Context: an optimization exercise on an open-source flow, tuned for small area and a short achievable clock period. The choices shown serve that exercise and are no tape-out recipe.
At most, simulation tests tie the RTL to the original design; equivalence was not proved.
Power and IR drop assume default switching activity.

== job 7503 ==
// eq_streaming
module eq_streaming #(
	parameter integer C_S_AXI_DATA_WIDTH = 32
)
(
    input aclk,
    input aresetn,
    input [C_S_AXI_DATA_WIDTH-1:0] D_READY,
    input [C_S_AXI_DATA_WIDTH-1:0] FFT_PTNS,
    input [C_S_AXI_DATA_WIDTH-1:0] FFT_BKTS,
    input [C_S_AXI_DATA_WIDTH-1:0] my_reg0,
    input [C_S_AXI_DATA_WIDTH-1:0] my_reg1,
    input [C_S_AXI_DATA_WIDTH-1:0] my_reg2,
    input [C_S_AXI_DATA_WIDTH-1:0] my_reg3,
    input [C_S_AXI_DATA_WIDTH-1:0] my_reg4,
    input [C_S_AXI_DATA_WIDTH-1:0] my_reg5,
    input [C_S_AXI_DATA_WIDTH-1:0] my_reg6,
    input [C_S_AXI_DATA_WIDTH-1:0] my_reg7,
    input [C_S_AXI_DATA_WIDTH-1:0] my_reg8,
    input [C_S_AXI_DATA_WIDTH-1:0] my_reg9,
    input [C_S_AXI_DATA_WIDTH-1:0] my_reg10,
    input [C_S_AXI_DATA_WIDTH-1:0] my_reg11,
    input [C_S_AXI_DATA_WIDTH-1:0] my_reg12,
    input [C_S_AXI_DATA_WIDTH-1:0] s_axis_data,
    output reg s_axis_ready,
    input s_axis_valid,
    output reg [C_S_AXI_DATA_WIDTH-1:0] m_axis_data,
    input m_axis_ready,
    output reg m_axis_valid
);
Size: roughly 240 flip-flops, about 580 I/O pins, about 0.020 sq mm of cells after synthesis.
Settings: LEC_CHECK=0, CAP_MARGIN=20, CORE_MARGIN=2, CORE_UTILIZATION=40, CTS_CLUSTER_DIAMETER=80, CTS_CLUSTER_SIZE=20, PLACE_DENSITY=0.55, SLEW_MARGIN=20, SYNTH_HIERARCHICAL=1; clock period 10.0 ns.
standard.sh (not shown) runs the stock make flow with config.mk's settings and CLKGATE_MAP_FILE= SYNTH_SCRIPT=/design/flow/synth_recipe.tcl, a recipe that flattens the netlist after the stock synthesis.
==> flow/flow/run.sh <==
#!/bin/bash
set -euo pipefail
MARGIN=$(cat flow/margin.txt)
bash standard.sh SETUP_SLACK_MARGIN=$MARGIN \
  "BUFFER_PORTS_ARGS=-buffer_cell sky130_fd_sc_hd__buf_1" finish > make_finish.log 2>&1
==> flow/flow/margin.txt <==
7
Every stage of the flow completed for job 7503, and the final layout passed the timing, design-rule and antenna checks.
Input-level comparison between job 9812 and job 7503:
- swapping 80 for 60 in CTS_CLUSTER_DIAMETER
- swapping 40 for 45 in CORE_UTILIZATION
- swapping 20 for 16 in CTS_CLUSTER_SIZE
- swapping 0.55 for 0.6 in PLACE_DENSITY
[summary]
- Relative to job 7503, the vias per cell measured on job 9812 has increased slightly.
- Cmp job 7503 and job 9812 / overall routing resource usage / higher: job 9812
- NOTE: number of gates resized after cts in job 9812 exceeds that of job 7503
- The critical path arrival in job 9812 sits 0.02 ns above the value recorded for job 7503.
The following lists how job 1869 was set up differently from job 9812:
- CORE_UTILIZATION changed from 45 to 52
- PLACE_DENSITY changed from 0.6 to 0.65
- CTS_CLUSTER_SIZE changed from 16 to 20
- CTS_CLUSTER_DIAMETER changed from 60 to 80
Results
Job 9812: done, clean on timing, DRC and antenna. Job 1869 went all the way through the flow, and no timing, DRC or antenna check failed. For job 9812, the worst setup path startpoint was m_axis_ready, unlike job 1869, where it was my_reg3[12]. Of job 1869 and job 9812, the run reporting the lower number of antenna violations at the first check in global routing was job 1869. Re sequential fraction of total cell area: job 1869 and job 9812 aren't equal, and the higher value belongs to job 1869. Compared with job 9812, in job 1869 endpoint required time on the critical path saw a decrease; global-route usage saw an increase; wire length saw an increase; portion of the layout cell area used by clock cells saw a decrease.
diff inputs: job 1869 => job 5824
- CORE_UTILIZATION: 52 -> 45
- PLACE_DENSITY: 0.65 -> 0.6
==> flow/flow/margin.txt <==
7.04
- Summary — area overhead of the layout relative to synthesis, job 5824 relative to job 1869: higher, by 1.4 points.
- Relative to job 1869, area of all placed cells without fillers has increased by about 1.2% in job 5824.
- Cell count: job 5824 higher than job 1869
- Job 5824 against job 1869; wire length of the first global-routing pass is down by a few percent.
- Across both runs, die span in y was higher for job 5824 than for job 1869.
- Clock share of power in job 5824 is 0.5 points above job 1869.
- Routed wire length ended up 3100 um lower on job 5824 than on job 1869.

* * *

== fjord ==
Another version of the RTL of eq_streaming (not shown whole).
Size: ~2100 cells after synthesis, roughly 580 I/O pins, roughly 0.020 sq mm of cells after synthesis.
Settings: LEC_CHECK=0, CAP_MARGIN=20, CORE_MARGIN=2, CORE_UTILIZATION=45, CTS_CLUSTER_DIAMETER=100, CTS_CLUSTER_SIZE=30, PLACE_DENSITY=0.6, SLEW_MARGIN=20, SYNTH_HIERARCHICAL=1; clock period 10.0 ns.
==> flow/flow/margin.txt <==
7
Scripts as last shown in full above: flow/flow/run.sh
fjord: flow completed, timing, DRC and antenna clean
> inputs changed (fjord -> yarrow)
- CORE_UTILIZATION now 60, was 45
- CTS_CLUSTER_SIZE no longer set, was 30
- PLACE_DENSITY now 0.7, was 0.6
- CTS_CLUSTER_DIAMETER no longer set, was 100
[summary]
- The flow did not stop early for yarrow: all stages ran, and the layout cleared the timing, design-rule and antenna checks.
- Going from fjord to yarrow, the ratio of cells with drive above 1 in the final layout was found to have gone up by 1.1 points.
- Cmp yarrow and fjord / total design power / higher: yarrow
- Cmp yarrow and fjord / clock-pin transition on the worst setup and hold timing paths / lower: yarrow
- Summary of yarrow over fjord: die area dropped 0.012 sq mm, number of signal-net buffers in the layout moved down, switching component of the power rose about 6%, number of global-route vias before repair up 455.
- Of the two candidates, fjord has the better hold slack and yarrow the worse one.
- yarrow vs fjord — total number of placement rows dropped by more than 10%
- Number of combinational gates with multiple inputs across yarrow and fjord: no real change.
- Measured against each other, yarrow and fjord differ in layout clock buffer count, the lower figure coming from fjord.
Setup changes, yarrow to cedar
- PLACE_DENSITY: 0.7 -> 0.6
- CTS_CLUSTER_DIAMETER: unset -> 80
- CORE_UTILIZATION: 60 -> 45
- CTS_CLUSTER_SIZE: unset -> 20
Results
Every stage of the flow completed for cedar, and the final layout passed the timing, design-rule and antenna checks. Placed cell area grows slightly when moving from yarrow to cedar. Non-filler instance count after layout (lower): yarrow. Summary of cedar over yarrow: number of fill cells went up 1556, overall via count from detail_route went down 1030, maximum fanout encountered on the critical timing path went down 21. The setup slack of cedar is larger than that of yarrow. [cedar] met1 global-route usage fell 8.8 points relative to yarrow. Max combinational power share across yarrow and cedar: cedar.

* * *

## indigo
eq_streaming, a different RTL version from the one above (not shown whole).
Size: ~2,200 cells after synthesis, roughly 190 flip-flops, about 0.020 mm^2 of cells after synthesis.
Settings: LEC_CHECK=0, CAP_MARGIN=20, CORE_MARGIN=2, CORE_UTILIZATION=45, PLACE_DENSITY=0.6, SETUP_SLACK_MARGIN=5, SLEW_MARGIN=20; clock period 10.0 ns.
run.sh (not shown) runs the stock make flow with config.mk's settings and CLKGATE_MAP_FILE= SYNTH_SCRIPT=/design/flow/synth_recipe.tcl, a recipe that flattens the netlist after the stock synthesis.
Stock flow here: none of the scripts above is used.
indigo completed end to end with timing, DRC and antenna clean.
The inputs of tundra differ from those of indigo as listed below.
# indigo
export LEC_CHECK = 0
export CAP_MARGIN = 20
export CORE_MARGIN = 2
export CORE_UTILIZATION = 45
export PLACE_DENSITY = 0.6
export SETUP_SLACK_MARGIN = 5
export SLEW_MARGIN = 20
create_clock -name core_clock -period 10.0 [get_ports {aclk}]
# tundra
export LEC_CHECK = 0
export CAP_MARGIN = 20
export CORE_MARGIN = 2
export CORE_UTILIZATION = 45
export PLACE_DENSITY = 0.6
export SLEW_MARGIN = 20
create_clock -name core_clock -period 10.0 [get_ports {aclk}]
Notes after the runs:
tundra vs indigo, critical path's slowest cell: sky130_fd_sc_hd__ha_1 vs sky130_fd_sc_hd__fa_1. | routed wire length | tundra vs indigo | ≈ equal |. What indigo reported for peak supply drop has to be multiplied by 1.2 to get the figure for tundra. The run showing the smaller via density per instance is indigo. Relative to indigo, length of routed wiring on met1 has gone up in tundra. Changes observed in tundra relative to indigo: hold slack +6.0 ps; via count +about 0.35%.
Function was not checked in any run of this note: the RTL went through the layout flow alone.

* * *

job 8753:
eq_streaming, a different RTL version from the one above (not shown whole).
Size in the first run: about 2,200 cells after synthesis, ~240 flip-flops, ~580 I/O pins.
Settings: LEC_CHECK=0, CAP_MARGIN=20, CORE_MARGIN=2, CORE_UTILIZATION=45, PLACE_DENSITY=0.6, SLEW_MARGIN=20; clock period 10.0 ns.
standard.sh (not shown) runs the stock make flow with config.mk's settings and CLKGATE_MAP_FILE= SYNTH_SCRIPT=/design/flow/synth_recipe.tcl, a recipe that flattens the netlist after the stock synthesis.
==> flow/flow/run.sh <==
#!/bin/bash
set -euo pipefail
MARGIN=$(cat flow/margin.txt)
bash standard.sh SETUP_SLACK_MARGIN=$MARGIN finish > make_finish.log 2>&1
Scripts as last shown in full above: flow/flow/margin.txt
Relative to job 8753, the following input files were edited for job 5744:
==> flow/flow/run.sh <==
#!/bin/bash
set -euo pipefail
MARGIN=$(cat flow/margin.txt)
bash standard.sh SETUP_SLACK_MARGIN=$MARGIN \
  "BUFFER_PORTS_ARGS=-buffer_cell sky130_fd_sc_hd__buf_1" finish > make_finish.log 2>&1
## What came out
- Between job 5744 and job 8753, the difference in non-clock buffer count is negligible.
- Job 8753 → job 5744: sequential share of layout area went up; detailed-routed wire length on met3 went down; pin count of the biggest net entering global routing went up.
Input-level comparison between job 6552 and job 5744:
Settings: TNS_END_PERCENT newly set to 10.
Job 6552 ran to completion and came out clean on the timing, design-rule and antenna checks. Comparing job 6552 with job 5744, the insertion delay of the later-clocked pin in the worst-skew pair came out essentially unchanged. Compared with job 5744, in job 6552 shortest period the worst path allows higher, static leakage lower, total number of placement rows roughly the same. Of the two values seen for launch point of the worst path, my_reg12[8] was produced by job 6552 and my_reg12[1] by job 5744.
Input-level comparison between job 4504 and job 6552:
Settings: a deleted TNS_END_PERCENT that had been 10.
==> flow/flow/margin.txt <==
7.4
Results
Summary — relative contribution of the clock network to total power, job 4504 relative to job 6552: lower, by 2.9 points.
Taking job 6552 as the reference, in job 4504 placed wire-length estimate down 190 um; clock latency of the later-clocked register in the worst-skew pair flat; post-cts sizing count up 447; met1 capacity usage during global routing up 2.9 points; sequential power down about 3%.
Job 4504 vs job 6552: maximum achievable frequency up by a few percent
Transition at the pin with the smallest max-transition slack in job 4504 vs job 6552: down 0.27 ns
Job 4504 -> job 6552: number of routed nets with antenna violations delta 0, exact match
Higher data required time at the worst endpoint goes to job 4504 over job 6552.
Compared with job 6552, job 4504 shows overall via count from detail_route that has gone up by a little under 10%.

static timing again, ports no longer ideal:
Ports are ideal in the flow. The routed layouts listed here were re-timed in OpenROAD. Step 1 sets driving cells, clkbuf_16 on the clock port and buf_2 on the other inputs (assumed; they add their load-dependent delay and slew). Step 2, shift: input delay + t, output delay - t, t = (earliest + latest rising clock arrival at the registers) / 2. This alone moves slack from input paths to output paths. a / b / c = ideal ports / drivers / drivers and shift; a / b = the first two.
run | t, ns | setup slack, ns | worst data-port slew with drivers (ns)
job 7503 | 0.572 | 6.956 / 6.895 / 6.324 | 0.17
job 9812 | 0.624 | 6.924 / 6.803 / 6.179 | 0.22
job 1869 | 0.567 | 6.940 / 6.829 / 6.262 | 0.20
job 5824 | 0.585 | 7.008 / 6.919 / 6.334 | 0.21
fjord | 0.561 | 7.018 / 6.959 / 6.523 | 0.18
yarrow | 0.622 | 6.945 / 6.932 / 6.417 | 0.27
cedar | 0.595 | 7.011 / 6.952 / 6.512 | 0.18
indigo | 0.544 | 5.146 / 5.146 / 5.146 | 0.18
tundra | 0.554 | 3.832 / 3.832 / 3.832 | 0.20
job 8753 | 0.618 | 6.967 / 6.932 / 6.368 | 0.20
job 5744 | 0.613 | 6.959 / 6.920 / 6.366 | 0.23
job 6552 | 0.605 | 6.833 / 6.850 / 6.244 | 0.24
job 4504 | 0.621 | 6.968 / 6.921 / 6.369 | 0.22
After both steps setup and hold are still met in every run listed. The setup slack of job 9812, which loses most, moves by -0.121 ns with the drivers and by -0.745 ns with both steps.
